Context: an optimization exercise on an open-source flow, tuned for small area, a short achievable clock period and few clock cycles per item. The choices shown serve that exercise and are no tape-out recipe. Power is estimated from default activity; no workload was simulated.

==> module cordic, before the edit <==
module cordic(
    input clk,
    input rst,                 
    input start,               
    input signed [7:0] xin,
    input signed [7:0] yin,
    input signed [7:0] angle,
    output reg signed [7:0] sine,
    output reg done
);
    reg signed [7:0] x, y, z;
    reg [2:0] cnt;             
    reg [7:0] at;
    always @(*) begin
        case (cnt)
            3'd0: at = 8'd50;
            3'd1: at = 8'd29;
            3'd2: at = 8'd15;
            3'd3: at = 8'd8;
            3'd4: at = 8'd4;
            3'd5: at = 8'd2;
            default: at = 8'd1;
        endcase
    end
    wire signed [7:0] xa = start ? xin : x;
    wire signed [7:0] ya = start ? yin : y;
    wire signed [7:0] za = start ? angle : z;
    wire signed [7:0] xs = start ? xin : (x >>> cnt);
    wire signed [7:0] ys = start ? yin : (y >>> cnt);
    wire neg = za[7];
    always @(posedge clk) begin
        x <= neg ? xa + ys : xa - ys;
        y <= neg ? ya - xs : ya + xs;
        z <= neg ? za + at : za - at;
        done <= 1'b0;
        if (rst) begin
            cnt <= 3'd0;
        end else if (start) begin
            cnt <= 3'd1;
        end else if (cnt != 3'd0) begin
            cnt <= (cnt == 3'd6) ? 3'd0 : cnt + 3'd1;
            done <= (cnt == 3'd6);
        end
    end
    always @(*) sine = z[7] ? y - (x >>> 7) : y + (x >>> 7);
endmodule
==> flow/config.mk <==
export PLATFORM = sky130hd
export DESIGN_NAME = cordic
export DESIGN_NICKNAME = cordic
export VERILOG_FILES = /design/flow/design.v
export SDC_FILE = /design/flow/constraint.sdc
export NUM_CORES = 4
export LEC_CHECK = 0
export CAP_MARGIN = 20
export CORE_MARGIN = 2
export CORE_UTILIZATION = 40
export SLEW_MARGIN = 20
==> flow/constraint.sdc <==
create_clock -name core_clock -period 4.0 [get_ports {clk}]
set_input_delay 0.8000 -clock core_clock [delete_from_list [all_inputs] [get_ports {clk}]]
set_output_delay 0.8000 -clock core_clock [all_outputs]
set_load 0.01 [all_outputs]
run.sh (not shown) runs the stock make flow with config.mk's settings and CLKGATE_MAP_FILE= SYNTH_SCRIPT=/design/flow/synth_recipe.tcl, a recipe that flattens the netlist after the stock synthesis.
The starting point finished clean.
Then changed:
==> flow/design.v (replaced) <==
`timescale 1ns / 1ps
module cordic(
    input clk,
    input rst,                 
    input start,               
    input signed [7:0] xin,
    input signed [7:0] yin,
    input signed [7:0] angle,
    output reg signed [7:0] sine,
    output reg done
);
    reg signed [7:0] x, y, z;
    reg [6:0] ph;
    wire idle = ph[0];
    reg [7:0] xs, ys, at;
    integer j, k;
    always @(*) begin
        for (j = 0; j < 8; j = j + 1) begin
            xs[j] = idle & xin[j];
            ys[j] = idle & yin[j];
            for (k = 1; k < 7; k = k + 1) begin
                xs[j] = xs[j] | (ph[k] & x[(j + k > 7) ? 7 : j + k]);
                ys[j] = ys[j] | (ph[k] & y[(j + k > 7) ? 7 : j + k]);
            end
        end
        at = ({8{idle}} & 8'd50) | ({8{ph[1]}} & 8'd29) | ({8{ph[2]}} & 8'd15)
           | ({8{ph[3]}} & 8'd8) | ({8{ph[4]}} & 8'd4) | ({8{ph[5]}} & 8'd2)
           | ({8{ph[6]}} & 8'd1);
    end
    wire signed [7:0] xa = idle ? xin : x;
    wire signed [7:0] ya = idle ? yin : y;
    wire signed [7:0] za = idle ? angle : z;
    wire neg = za[7];
    always @(posedge clk) begin
        x <= neg ? xa + ys : xa - ys;
        y <= neg ? ya - xs : ya + xs;
        z <= neg ? za + at : za - at;
        done <= ph[6] & ~rst;
        if (rst)
            ph <= 7'b0000001;
        else if (idle)
            ph <= start ? 7'b0000010 : 7'b0000001;
        else
            ph <= {ph[5:0], ph[6]};
    end
    always @(*) sine = z[7] ? y - (x >>> 7) : y + (x >>> 7);
endmodule
Synthesized cell count falls by a few percent.
Routed wire length shrinks by roughly a tenth.
Clock-buffer cell count rises by 2.
Power went down by about a fifth.
Die area came out lower by a few percent.
First-iteration DRC count went up by a quarter to a third.
Core utilization decreases by 0.11 points.
Cell count drops by a few percent.
Maximum frequency climbs by a few percent.
Non-clock buffer count went down by 9.
Worst hold slack loses 0.084 ns.
Clock skew is higher by 0.0065 ns.
Cell area decreases by a few percent.
Function was not checked in any run of this note: the RTL went through the layout flow alone.

port drivers added, routing unchanged:
In the flow no input, the clock included, has a driving cell. The finished layouts below were timed again as built, in two steps.
Step 1 (the two cells are an assumption about what drives the block):
set clk [get_ports {clk}]
set_driving_cell -lib_cell sky130_fd_sc_hd__clkbuf_16 $clk
set_driving_cell -lib_cell sky130_fd_sc_hd__buf_2 [delete_from_list [all_inputs] $clk]
Step 2, shift: input delay + t, output delay - t, t = (earliest + latest rising clock arrival at the registers) / 2. This alone moves slack from input paths to output paths.
Slacks: ideal ports / drivers / drivers and shift; pairs: ideal ports / drivers.
run | shift t [ns] | setup slack, ns | worst slew at a driven data input, ns
the first run | 0.316 | 0.297 / 0.268 / 0.297 | 0.03
the second run | 0.321 | 0.381 / 0.351 / 0.249 | 0.03
After both steps every run listed still meets setup and hold. The setup slack of the second run, which loses most, moves by -0.030 ns with the drivers and by -0.132 ns with both steps.
